What follows belongs to an exercise in optimizing a design on an open flow for small area and a short achievable clock period; a production flow would make more cautious choices.

==> run a: inputs <==
==> flow/design.v <==
module folding_2(Xn,Yn,a,b,clk,switch,rst);
input [15:0] Xn,a,b;
input clk,switch,rst;
output reg [15:0] Yn;
reg ph;                   
reg phn;                  
reg rq;                   
reg [15:0] c;             
reg [15:0] yo;            
reg [15:0] h2, h3, h4;    
reg [15:0] asn, acn;      
reg [15:0] xrn;           
wire sh = phn | rq;       
genvar gk, gi;
wire [16:0] ce = {c, 1'b0};
wire [7:0] bone, btwo, bneg;
wire [255:0] bpn;         
wire [7:0] negn = ~bneg;
generate for (gk = 0; gk < 8; gk = gk + 1) begin : g_bo
  assign bone[gk] = ce[2*gk+1] ^ ce[2*gk];
  assign btwo[gk] = (ce[2*gk+2] & ~ce[2*gk+1] & ~ce[2*gk]) | (~ce[2*gk+2] & ce[2*gk+1] & ce[2*gk]);
  assign bneg[gk] = ce[2*gk+2];
  bpp0 q0 (yo[0], bone[gk], bneg[gk], bpn[gk*16]);
  for (gi = 1; gi < 16 - 2*gk; gi = gi + 1) begin : g_bpi
    bpp q (yo[gi], yo[gi-1], bone[gk], btwo[gk], bneg[gk], bpn[gk*16 + gi]);
  end
end endgenerate
wire [15:0] asg = asn | {16{phn}};
wire [15:0] acg = acn | {16{phn}};
wire [15:0] tsn, tcn, ysum;
wire s1, k2;
wire s3, k4;
wire s5, k6;
wire s7, k8;
wire s9, k10;
wire s11, k12;
wire s13, k14;
wire s15, k16;
wire s17, k18;
wire s19, k20;
wire s21, k22;
wire s23, k24;
wire s25, k26;
wire s27, k28;
wire s29, k30;
wire s31, k32;
wire s33, k34;
wire s35, k36;
wire s37, k38;
wire s39, k40;
wire s41, k42;
wire s43, k44;
wire s45, k46;
wire s47, k48;
wire s49, k50;
wire s51, k52;
wire s53, k54;
wire s55, k56;
wire s57, k58;
wire s59, k60;
wire s61, k62;
wire s63, k64;
wire s65, k66;
wire s67, k68;
wire s69, k70;
wire s71, k72;
wire s73, k74;
wire s75, k76;
wire s77, k78;
wire s79, k80;
wire s81, k82;
wire s83, k84;
wire s85, k86;
wire s87, k88;
wire s89, k90;
wire s91, k92;
wire s93, k94;
wire s95, k96;
wire s97, k98;
wire s99, k100;
wire s101, k102;
wire s103, k104;
wire s105, k106;
wire s107, k108;
wire s109, k110;
wire s111, k112;
wire s113, k114;
wire s115, k116;
wire s117, k118;
wire s119, k120;
wire s121, k122;
wire s123, k124;
wire s125, k126;
wire s127, k128;
wire s129;
wire s130;
wire s131;
wire s132;
wire s133;
wire s134;
wire s135;
wire s136;
fa u0 (negn[0], asg[0], acg[0], s1, k2);
fa u1 (asg[1], acg[1], bpn[1], s3, k4);
fa u2 (negn[1], asg[2], acg[2], s5, k6);
fa u3 (bpn[2], bpn[16], s5, s7, k8);
fa u4 (asg[3], acg[3], bpn[3], s9, k10);
fa u5 (bpn[17], k6, s9, s11, k12);
fa u6 (negn[2], asg[4], acg[4], s13, k14);
fa u7 (bpn[4], bpn[18], bpn[32], s15, k16);
fa u8 (s13, k10, s15, s17, k18);
fa u9 (asg[5], acg[5], bpn[5], s19, k20);
fa u10 (bpn[19], bpn[33], k14, s21, k22);
fa u11 (k16, s19, s21, s23, k24);
fa u12 (negn[3], asg[6], acg[6], s25, k26);
fa u13 (bpn[6], bpn[20], bpn[34], s27, k28);
fa u14 (bpn[48], s25, k20, s29, k30);
fa u15 (s27, k22, s29, s31, k32);
fa u16 (asg[7], acg[7], bpn[7], s33, k34);
fa u17 (bpn[21], bpn[35], bpn[49], s35, k36);
fa u18 (k26, k28, s33, s37, k38);
fa u19 (s35, k30, s37, s39, k40);
fa u20 (negn[4], asg[8], acg[8], s41, k42);
fa u21 (bpn[8], bpn[22], bpn[36], s43, k44);
fa u22 (bpn[50], bpn[64], s41, s45, k46);
fa u23 (k34, k36, s43, s47, k48);
fa u24 (s45, k38, s47, s49, k50);
fa u25 (asg[9], acg[9], bpn[9], s51, k52);
fa u26 (bpn[23], bpn[37], bpn[51], s53, k54);
fa u27 (bpn[65], k42, k44, s55, k56);
fa u28 (s51, s53, k46, s57, k58);
fa u29 (k48, s55, s57, s59, k60);
fa u30 (negn[5], asg[10], acg[10], s61, k62);
fa u31 (bpn[10], bpn[24], bpn[38], s63, k64);
fa u32 (bpn[52], bpn[66], bpn[80], s65, k66);
fa u33 (s61, k52, k54, s67, k68);
fa u34 (s63, s65, k56, s69, k70);
fa u35 (s67, k58, s69, s71, k72);
fa u36 (asg[11], acg[11], bpn[11], s73, k74);
fa u37 (bpn[25], bpn[39], bpn[53], s75, k76);
fa u38 (bpn[67], bpn[81], k62, s77, k78);
fa u39 (k64, k66, s73, s79, k80);
fa u40 (s75, s77, k68, s81, k82);
fa u41 (s79, k70, s81, s83, k84);
fa u42 (negn[6], asg[12], acg[12], s85, k86);
fa u43 (bpn[12], bpn[26], bpn[40], s87, k88);
fa u44 (bpn[54], bpn[68], bpn[82], s89, k90);
fa u45 (bpn[96], s85, k74, s91, k92);
fa u46 (k76, s87, s89, s93, k94);
fa u47 (k78, k80, s91, s95, k96);
fa u48 (s93, k82, s95, s97, k98);
fa u49 (asg[13], acg[13], bpn[13], s99, k100);
fa u50 (bpn[27], bpn[41], bpn[55], s101, k102);
fa u51 (bpn[69], bpn[83], bpn[97], s103, k104);
fa u52 (k86, k88, k90, s105, k106);
fa u53 (s99, s101, s103, s107, k108);
fa u54 (k92, k94, s105, s109, k110);
fa u55 (s107, k96, s109, s111, k112);
fa u56 (negn[7], asg[14], acg[14], s113, k114);
fa u57 (bpn[14], bpn[28], bpn[42], s115, k116);
fa u58 (bpn[56], bpn[70], bpn[84], s117, k118);
fa u59 (bpn[98], bpn[112], s113, s119, k120);
fa u60 (k100, k102, k104, s121, k122);
fa u61 (s115, s117, s119, s123, k124);
fa u62 (k106, k108, s121, s125, k126);
fa u63 (s123, k110, s125, s127, k128);
fa u64 (asg[15], acg[15], bpn[15], s129, );
fa u65 (bpn[29], bpn[43], bpn[57], s130, );
fa u66 (bpn[71], bpn[85], bpn[99], s131, );
fa u67 (bpn[113], k114, k116, s132, );
fa u68 (k118, s129, s130, s133, );
fa u69 (s131, k120, k122, s134, );
fa u70 (s132, s133, k124, s135, );
fa u71 (k126, s134, s135, s136, );
assign tsn = {k128, k112, k98, k84, k72, k60, k50, k40, k32, k24, k18, k12, k8, k4, k2, bpn[0]};
assign tcn = {s136, s127, s111, s97, s83, s71, s59, s49, s39, s31, s23, s17, s11, s7, s3, s1};
cpa u_cpa (asn, acn, xrn, ysum);
always @(posedge clk) begin
  ph <= ~switch;
  phn <= switch;
  rq <= rst;
  c <= rst ? 16'd0 : (switch ? b : a);
  yo <= sh ? h2 : h4;
  asn <= tsn;
  acn <= tcn;
  xrn <= ~Xn;
  if (sh) begin
    Yn <= (rst | rq) ? 16'd0 : ysum;
    h2 <= Yn;
    h3 <= h2;
    h4 <= h3;
  end
end
endmodule
module fa (a, b, c, s, co);
input a, b, c;
output s, co;
assign s = a ^ b ^ c;
assign co = (a & b) | (a & c) | (b & c);
endmodule
module bpp (y1, y0, one, two, neg, pn);
input y1, y0, one, two, neg;
output pn;
assign pn = ~(((y1 & one) | (y0 & two)) ^ neg);
endmodule
module bpp0 (y1, one, neg, pn);
input y1, one, neg;
output pn;
assign pn = ~((y1 & one) ^ neg);
endmodule
module cpa (sn, cn, xn, y);
input [15:0] sn, cn, xn;
output [15:0] y;
wire [15:0] rs, rc;
fa v0 (sn[0], cn[0], xn[0], rs[0], rc[0]);
fa v1 (sn[1], cn[1], xn[1], rs[1], rc[1]);
fa v2 (sn[2], cn[2], xn[2], rs[2], rc[2]);
fa v3 (sn[3], cn[3], xn[3], rs[3], rc[3]);
fa v4 (sn[4], cn[4], xn[4], rs[4], rc[4]);
fa v5 (sn[5], cn[5], xn[5], rs[5], rc[5]);
fa v6 (sn[6], cn[6], xn[6], rs[6], rc[6]);
fa v7 (sn[7], cn[7], xn[7], rs[7], rc[7]);
fa v8 (sn[8], cn[8], xn[8], rs[8], rc[8]);
fa v9 (sn[9], cn[9], xn[9], rs[9], rc[9]);
fa v10 (sn[10], cn[10], xn[10], rs[10], rc[10]);
fa v11 (sn[11], cn[11], xn[11], rs[11], rc[11]);
fa v12 (sn[12], cn[12], xn[12], rs[12], rc[12]);
fa v13 (sn[13], cn[13], xn[13], rs[13], rc[13]);
fa v14 (sn[14], cn[14], xn[14], rs[14], rc[14]);
fa v15 (sn[15], cn[15], xn[15], rs[15], );
assign rc[15] = 1'b1;
wire g0 = ~(rs[0] | 1'b1);
wire p0 = rs[0] ^ 1'b1;
wire g1 = ~(rs[1] | rc[0]);
wire p1 = rs[1] ^ rc[0];
wire g2 = ~(rs[2] | rc[1]);
wire p2 = rs[2] ^ rc[1];
wire g3 = ~(rs[3] | rc[2]);
wire p3 = rs[3] ^ rc[2];
wire g4 = ~(rs[4] | rc[3]);
wire p4 = rs[4] ^ rc[3];
wire g5 = ~(rs[5] | rc[4]);
wire p5 = rs[5] ^ rc[4];
wire g6 = ~(rs[6] | rc[5]);
wire p6 = rs[6] ^ rc[5];
wire g7 = ~(rs[7] | rc[6]);
wire p7 = rs[7] ^ rc[6];
wire g8 = ~(rs[8] | rc[7]);
wire p8 = rs[8] ^ rc[7];
wire g9 = ~(rs[9] | rc[8]);
wire p9 = rs[9] ^ rc[8];
wire g10 = ~(rs[10] | rc[9]);
wire p10 = rs[10] ^ rc[9];
wire g11 = ~(rs[11] | rc[10]);
wire p11 = rs[11] ^ rc[10];
wire g12 = ~(rs[12] | rc[11]);
wire p12 = rs[12] ^ rc[11];
wire g13 = ~(rs[13] | rc[12]);
wire p13 = rs[13] ^ rc[12];
wire g14 = ~(rs[14] | rc[13]);
wire p14 = rs[14] ^ rc[13];
wire g15 = ~(rs[15] | rc[14]);
wire p15 = rs[15] ^ rc[14];
wire G0_1 = g1 | (p1 & g0);
wire G0_3 = g3 | (p3 & g2);
wire P0_3 = p3 & p2;
wire G0_5 = g5 | (p5 & g4);
wire P0_5 = p5 & p4;
wire G0_7 = g7 | (p7 & g6);
wire P0_7 = p7 & p6;
wire G0_9 = g9 | (p9 & g8);
wire P0_9 = p9 & p8;
wire G0_11 = g11 | (p11 & g10);
wire P0_11 = p11 & p10;
wire G0_13 = g13 | (p13 & g12);
wire P0_13 = p13 & p12;
wire G0_15 = g15 | (p15 & g14);
wire P0_15 = p15 & p14;
wire G1_2 = g2 | (p2 & G0_1);
wire G1_3 = G0_3 | (P0_3 & G0_1);
wire G1_6 = g6 | (p6 & G0_5);
wire P1_6 = p6 & P0_5;
wire G1_7 = G0_7 | (P0_7 & G0_5);
wire P1_7 = P0_7 & P0_5;
wire G1_10 = g10 | (p10 & G0_9);
wire P1_10 = p10 & P0_9;
wire G1_11 = G0_11 | (P0_11 & G0_9);
wire P1_11 = P0_11 & P0_9;
wire G1_14 = g14 | (p14 & G0_13);
wire P1_14 = p14 & P0_13;
wire G1_15 = G0_15 | (P0_15 & G0_13);
wire P1_15 = P0_15 & P0_13;
wire G2_4 = g4 | (p4 & G1_3);
wire G2_5 = G0_5 | (P0_5 & G1_3);
wire G2_6 = G1_6 | (P1_6 & G1_3);
wire G2_7 = G1_7 | (P1_7 & G1_3);
wire G2_12 = g12 | (p12 & G1_11);
wire P2_12 = p12 & P1_11;
wire G2_13 = G0_13 | (P0_13 & G1_11);
wire P2_13 = P0_13 & P1_11;
wire G2_14 = G1_14 | (P1_14 & G1_11);
wire P2_14 = P1_14 & P1_11;
wire G2_15 = G1_15 | (P1_15 & G1_11);
wire P2_15 = P1_15 & P1_11;
wire G3_8 = g8 | (p8 & G2_7);
wire G3_9 = G0_9 | (P0_9 & G2_7);
wire G3_10 = G1_10 | (P1_10 & G2_7);
wire G3_11 = G1_11 | (P1_11 & G2_7);
wire G3_12 = G2_12 | (P2_12 & G2_7);
wire G3_13 = G2_13 | (P2_13 & G2_7);
wire G3_14 = G2_14 | (P2_14 & G2_7);
wire G3_15 = G2_15 | (P2_15 & G2_7);
assign y = {p15, p14, p13, p12, p11, p10, p9, p8, p7, p6, p5, p4, p3, p2, p1, p0} ^ {G3_14, G3_13, G3_12, G3_11, G3_10, G3_9, G3_8, G2_7, G2_6, G2_5, G2_4, G1_3, G1_2, G0_1, g0, 1'b0};
endmodule
==> flow/run.sh <==
#!/bin/bash
# synth_recipe.tcl (not shown) runs the flow's synth.tcl, then flattens the netlist and writes it again
# the make line also repeats each setting of config.mk as NAME=value (left out here)
make -C /OpenROAD-flow-scripts/flow DESIGN_CONFIG=/design/flow/config.mk WORK_HOME=/design/flow/orfs CLKGATE_MAP_FILE= SYNTH_SCRIPT=/design/flow/synth_recipe.tcl finish
==> flow/config.mk <==
export PLATFORM = sky130hd
export DESIGN_NAME = folding_2
export DESIGN_NICKNAME = folding_2
export VERILOG_FILES = /design/flow/design.v
export SDC_FILE = /design/flow/constraint.sdc
export NUM_CORES = 4
export LEC_CHECK = 0
export ABC_CLOCK_PERIOD_IN_PS = 3000
export CAP_MARGIN = 20
export CORE_MARGIN = 2
export CORE_UTILIZATION = 40
export SETUP_SLACK_MARGIN = 5
export SLEW_MARGIN = 20
export SYNTH_HIERARCHICAL = 1
export SYNTH_MINIMUM_KEEP_SIZE = 0
==> flow/constraint.sdc <==
create_clock -name core_clock -period 8.0 [get_ports {clk}]
set_input_delay 1.6000 -clock core_clock [delete_from_list [all_inputs] [get_ports {clk}]]
set_output_delay 1.6000 -clock core_clock [all_outputs]
set_load 0.01 [all_outputs]
==> run b: changes against run a <==
--- a/flow/design.v
+++ b/flow/design.v
@@ -7,17 +7,18 @@
 reg rq;                   
-reg [15:0] c;             
+reg [7:0] bone, btwo, bneg;    
 reg [15:0] yo;            
 reg [15:0] h2, h3, h4;    
-reg [15:0] asn, acn;      
-reg [15:0] xrn;           
+reg [15:0] as_, ac;       
+reg [15:0] xr;            
 wire sh = phn | rq;       
 genvar gk, gi;
-wire [16:0] ce = {c, 1'b0};
-wire [7:0] bone, btwo, bneg;
 wire [255:0] bpn;         
 wire [7:0] negn = ~bneg;
+wire [15:0] cn = rst ? 16'd0 : (switch ? b : a);    
+wire [16:0] ce = {cn, 1'b0};
+wire [7:0] eone, etwo, eneg;
 generate for (gk = 0; gk < 8; gk = gk + 1) begin : g_bo
-  assign bone[gk] = ce[2*gk+1] ^ ce[2*gk];
-  assign btwo[gk] = (ce[2*gk+2] & ~ce[2*gk+1] & ~ce[2*gk]) | (~ce[2*gk+2] & ce[2*gk+1] & ce[2*gk]);
-  assign bneg[gk] = ce[2*gk+2];
+  assign eone[gk] = ce[2*gk+1] ^ ce[2*gk];
+  assign etwo[gk] = (ce[2*gk+2] & ~ce[2*gk+1] & ~ce[2*gk]) | (~ce[2*gk+2] & ce[2*gk+1] & ce[2*gk]);
+  assign eneg[gk] = ce[2*gk+2];
   bpp0 q0 (yo[0], bone[gk], bneg[gk], bpn[gk*16]);
@@ -27,4 +28,4 @@
 end endgenerate
-wire [15:0] asg = asn | {16{phn}};
-wire [15:0] acg = acn | {16{phn}};
+wire [15:0] asg = ~(as_ & {16{ph}});    
+wire [15:0] acg = ~(ac & {16{ph}});
 wire [15:0] tsn, tcn, ysum;
@@ -94,10 +95,19 @@
 wire s127, k128;
-wire s129;
-wire s130;
-wire s131;
-wire s132;
-wire s133;
-wire s134;
-wire s135;
-wire s136;
+wire x129 = ~(asg[15] ^ acg[15]);
+wire x130 = ~(x129 ^ bpn[15]);
+wire x131 = ~(bpn[29] ^ bpn[43]);
+wire x132 = ~(bpn[57] ^ bpn[71]);
+wire x133 = ~(bpn[85] ^ bpn[99]);
+wire x134 = ~(bpn[113] ^ k114);
+wire x135 = ~(x130 ^ x131);
+wire x136 = ~(x132 ^ x133);
+wire x137 = ~(x134 ^ k116);
+wire x138 = ~(k118 ^ x135);
+wire x139 = ~(x136 ^ x137);
+wire x140 = ~(k120 ^ x138);
+wire x141 = ~(k122 ^ x139);
+wire x142 = ~(x140 ^ x141);
+wire x143 = ~(k124 ^ x142);
+wire x144 = ~(k126 ^ x143);
+wire x145 = ~(x144 ^ k128);
 fa u0 (negn[0], asg[0], acg[0], s1, k2);
@@ -166,13 +176,5 @@
 fa u63 (s123, k110, s125, s127, k128);
-fa u64 (asg[15], acg[15], bpn[15], s129, );
-fa u65 (bpn[29], bpn[43], bpn[57], s130, );
-fa u66 (bpn[71], bpn[85], bpn[99], s131, );
-fa u67 (bpn[113], k114, k116, s132, );
-fa u68 (k118, s129, s130, s133, );
-fa u69 (s131, k120, k122, s134, );
-fa u70 (s132, s133, k124, s135, );
-fa u71 (k126, s134, s135, s136, );
-assign tsn = {k128, k112, k98, k84, k72, k60, k50, k40, k32, k24, k18, k12, k8, k4, k2, bpn[0]};
-assign tcn = {s136, s127, s111, s97, s83, s71, s59, s49, s39, s31, s23, s17, s11, s7, s3, s1};
-cpa u_cpa (asn, acn, xrn, ysum);
+assign tsn = {x145, k112, k98, k84, k72, k60, k50, k40, k32, k24, k18, k12, k8, k4, k2, bpn[0]};
+assign tcn = {1'b1, s127, s111, s97, s83, s71, s59, s49, s39, s31, s23, s17, s11, s7, s3, s1};
+cpa u_cpa (as_, ac, xr, ysum);
 always @(posedge clk) begin
@@ -181,7 +183,9 @@
   rq <= rst;
-  c <= rst ? 16'd0 : (switch ? b : a);
+  bone <= eone;
+  btwo <= etwo;
+  bneg <= eneg;
   yo <= sh ? h2 : h4;
-  asn <= tsn;
-  acn <= tcn;
-  xrn <= ~Xn;
+  as_ <= ~tsn;
+  ac <= ~tcn;
+  xr <= Xn;
   if (sh) begin
@@ -210,55 +214,55 @@
 endmodule
-module cpa (sn, cn, xn, y);
-input [15:0] sn, cn, xn;
+module cpa (s, c, x, y);
+input [15:0] s, c, x;
 output [15:0] y;
 wire [15:0] rs, rc;
-fa v0 (sn[0], cn[0], xn[0], rs[0], rc[0]);
-fa v1 (sn[1], cn[1], xn[1], rs[1], rc[1]);
-fa v2 (sn[2], cn[2], xn[2], rs[2], rc[2]);
-fa v3 (sn[3], cn[3], xn[3], rs[3], rc[3]);
-fa v4 (sn[4], cn[4], xn[4], rs[4], rc[4]);
-fa v5 (sn[5], cn[5], xn[5], rs[5], rc[5]);
-fa v6 (sn[6], cn[6], xn[6], rs[6], rc[6]);
-fa v7 (sn[7], cn[7], xn[7], rs[7], rc[7]);
-fa v8 (sn[8], cn[8], xn[8], rs[8], rc[8]);
-fa v9 (sn[9], cn[9], xn[9], rs[9], rc[9]);
-fa v10 (sn[10], cn[10], xn[10], rs[10], rc[10]);
-fa v11 (sn[11], cn[11], xn[11], rs[11], rc[11]);
-fa v12 (sn[12], cn[12], xn[12], rs[12], rc[12]);
-fa v13 (sn[13], cn[13], xn[13], rs[13], rc[13]);
-fa v14 (sn[14], cn[14], xn[14], rs[14], rc[14]);
-fa v15 (sn[15], cn[15], xn[15], rs[15], );
-assign rc[15] = 1'b1;
-wire g0 = ~(rs[0] | 1'b1);
-wire p0 = rs[0] ^ 1'b1;
-wire g1 = ~(rs[1] | rc[0]);
+fa v0 (s[0], c[0], x[0], rs[0], rc[0]);
+fa v1 (s[1], c[1], x[1], rs[1], rc[1]);
+fa v2 (s[2], c[2], x[2], rs[2], rc[2]);
+fa v3 (s[3], c[3], x[3], rs[3], rc[3]);
+fa v4 (s[4], c[4], x[4], rs[4], rc[4]);
+fa v5 (s[5], c[5], x[5], rs[5], rc[5]);
+fa v6 (s[6], c[6], x[6], rs[6], rc[6]);
+fa v7 (s[7], c[7], x[7], rs[7], rc[7]);
+fa v8 (s[8], c[8], x[8], rs[8], rc[8]);
+fa v9 (s[9], c[9], x[9], rs[9], rc[9]);
+fa v10 (s[10], c[10], x[10], rs[10], rc[10]);
+fa v11 (s[11], c[11], x[11], rs[11], rc[11]);
+fa v12 (s[12], c[12], x[12], rs[12], rc[12]);
+fa v13 (s[13], c[13], x[13], rs[13], rc[13]);
+fa v14 (s[14], c[14], x[14], rs[14], rc[14]);
+fa v15 (s[15], c[15], x[15], rs[15], );
+assign rc[15] = 1'b0;
+wire p0 = rs[0] ^ 1'b0;
+wire g0 = rs[0] & 1'b0;
 wire p1 = rs[1] ^ rc[0];
-wire g2 = ~(rs[2] | rc[1]);
+wire g1 = rs[1] & rc[0];
 wire p2 = rs[2] ^ rc[1];
-wire g3 = ~(rs[3] | rc[2]);
+wire g2 = rs[2] & rc[1];
 wire p3 = rs[3] ^ rc[2];
-wire g4 = ~(rs[4] | rc[3]);
+wire g3 = rs[3] & rc[2];
 wire p4 = rs[4] ^ rc[3];
-wire g5 = ~(rs[5] | rc[4]);
+wire g4 = rs[4] & rc[3];
 wire p5 = rs[5] ^ rc[4];
-wire g6 = ~(rs[6] | rc[5]);
+wire g5 = rs[5] & rc[4];
 wire p6 = rs[6] ^ rc[5];
-wire g7 = ~(rs[7] | rc[6]);
+wire g6 = rs[6] & rc[5];
 wire p7 = rs[7] ^ rc[6];
-wire g8 = ~(rs[8] | rc[7]);
+wire g7 = rs[7] & rc[6];
 wire p8 = rs[8] ^ rc[7];
-wire g9 = ~(rs[9] | rc[8]);
+wire g8 = rs[8] & rc[7];
 wire p9 = rs[9] ^ rc[8];
-wire g10 = ~(rs[10] | rc[9]);
+wire g9 = rs[9] & rc[8];
 wire p10 = rs[10] ^ rc[9];
-wire g11 = ~(rs[11] | rc[10]);
+wire g10 = rs[10] & rc[9];
 wire p11 = rs[11] ^ rc[10];
-wire g12 = ~(rs[12] | rc[11]);
+wire g11 = rs[11] & rc[10];
 wire p12 = rs[12] ^ rc[11];
-wire g13 = ~(rs[13] | rc[12]);
+wire g12 = rs[12] & rc[11];
 wire p13 = rs[13] ^ rc[12];
-wire g14 = ~(rs[14] | rc[13]);
+wire g13 = rs[13] & rc[12];
 wire p14 = rs[14] ^ rc[13];
-wire g15 = ~(rs[15] | rc[14]);
+wire g14 = rs[14] & rc[13];
 wire p15 = rs[15] ^ rc[14];
+wire g15 = rs[15] & rc[14];
 wire G0_1 = g1 | (p1 & g0);
==> flow/flow/run.sh (new file) <==
#!/bin/bash
# Own flow: the standard ORFS flow (standard.sh) with two changes:
#  - ports are buffered with sky130_fd_sc_hd__buf_1 (the resizer upsizes them where timing needs it)
#  - CTS uses clkbuf_4/clkbuf_8 and inserts no dummy loads
# Every tool's output goes to standard.log in the work folder (ORFS also keeps its own logs in orfs/logs).
set -euo pipefail
export BUFFER_PORTS_ARGS="-buffer_cell sky130_fd_sc_hd__buf_1"
export CTS_ARGS="-sink_clustering_enable -repair_clock_nets -dont_use_dummy_load -buf_list {sky130_fd_sc_hd__clkbuf_4 sky130_fd_sc_hd__clkbuf_8}"
bash standard.sh > standard.log 2>&1
==> flow/standard.sh (new file) <==
#!/bin/bash
# synth_recipe.tcl (not shown) runs the flow's synth.tcl, then flattens the netlist and writes it again
# the make line also repeats each setting of config.mk as NAME=value (left out here)
make -C /OpenROAD-flow-scripts/flow DESIGN_CONFIG=/design/flow/config.mk WORK_HOME=/design/flow/orfs CLKGATE_MAP_FILE= SYNTH_SCRIPT=/design/flow/synth_recipe.tcl "${@:-finish}"
--- a/flow/config.mk
+++ b/flow/config.mk
@@ -11,2 +11,3 @@
 export CORE_UTILIZATION = 40
+export CTS_BUF_LIST = sky130_fd_sc_hd__clkbuf_4 sky130_fd_sc_hd__clkbuf_8
 export SETUP_SLACK_MARGIN = 5
removed: flow/run.sh
==> run c: changes against run a <==
--- a/flow/config.mk
+++ b/flow/config.mk
@@ -11,3 +11,2 @@
 export CORE_UTILIZATION = 40
-export SETUP_SLACK_MARGIN = 5
 export SLEW_MARGIN = 20
==> qor summary <==
quantity	run a	run b	run c
Critical hold path startpoint	h3[13]	h3[3]	h3[14]
Status	finished clean	finished clean	finished clean
Weighted congestion reported at the end of routability-driven placement	0.884	0.818	0.843
Max-Slew Margin vs Limit	0.333	0.668	0.341
Worst-path clk slew	70 ps	100 ps	60 ps
Half-perimeter wire length after placement	13,300 microns	12,800 microns	13,000 microns
Fraction of area in multi-input gates	0.458	0.479	0.465
Final wirelength	18,900 microns	18,400 microns	17,700 microns
Share of the core filled with cells in the final layout	0.534	0.470	0.484
Compound-Gate Fraction of Synth Area	0.119	0.117	0.119
Vert. Die Dim	151 microns	151 microns	151 microns
Clk Tree Root Cell	clkbuf_16	clkbuf_8	clkbuf_16
Timing startpoint of the critical path	c[5]	bone[2]	c[5]
GRT Overall Usage	0.178	0.172	0.167
CP required	8310 ps	8330 ps	8300 ps
Most common library cell in the layout ignoring fill and taps	-	fa_1	fa_1
Buf/Inv on CP	2	0	0
Total number of sequential cells	146	154	146
Hold Worst Slack	422 ps	406 ps	418 ps
Worst Skew	8.87 ps	42.8 ps	10.3 ps
Inverters	62	50	62
Post-synth design cell area	0.00860 sq mm	0.00864 sq mm	0.00860 sq mm
Multiplexer area fraction after synthesis	0.0435	0.0439	0.0435
Post-DR wirelength/cell	17.6 microns	17.6 microns	17.4 microns
Most common cell in the netlist	fa_1	dfxtp_1	fa_1
No run of this note included a check of the RTL's function; only the layout flow was run.

## separate check: timing with driven ports
The flow's constraints put no driver on any port. The routed layouts listed below were extracted and timed again, unchanged, in two steps. Step 1 assumes that a clkbuf_16 drives the clock port and a buf_2 every other input. Step 2 adds t to the input delays and takes it off the output delays; t is the mean of the earliest and latest rising clock arrival at the registers after step 1. Input paths then give back, and output paths get back, about the clock's delay inside the block. Slacks: no drivers / after step 1 / after step 2; pairs: no drivers / after step 1.
run | shift t [ns] | slack for setup (ns) | worst setup path at the end | clock arrival spread, ns | pins driven straight from the clock port
run a | 0.473 | 4.834 / 4.834 / 4.737 | input to register | 0.009 / 0.009 | 1
run b | 0.491 | 4.598 / 4.598 / 4.598 | register to register | 0.043 / 0.043 | 1
run c | 0.474 | 3.773 / 3.773 / 3.773 | register to register | 0.011 / 0.012 | 1
After both steps setup and hold are still met in every run listed. For run a, which loses most, drivers alone change the setup slack by 0.000 ns; drivers and shift together by -0.097 ns.
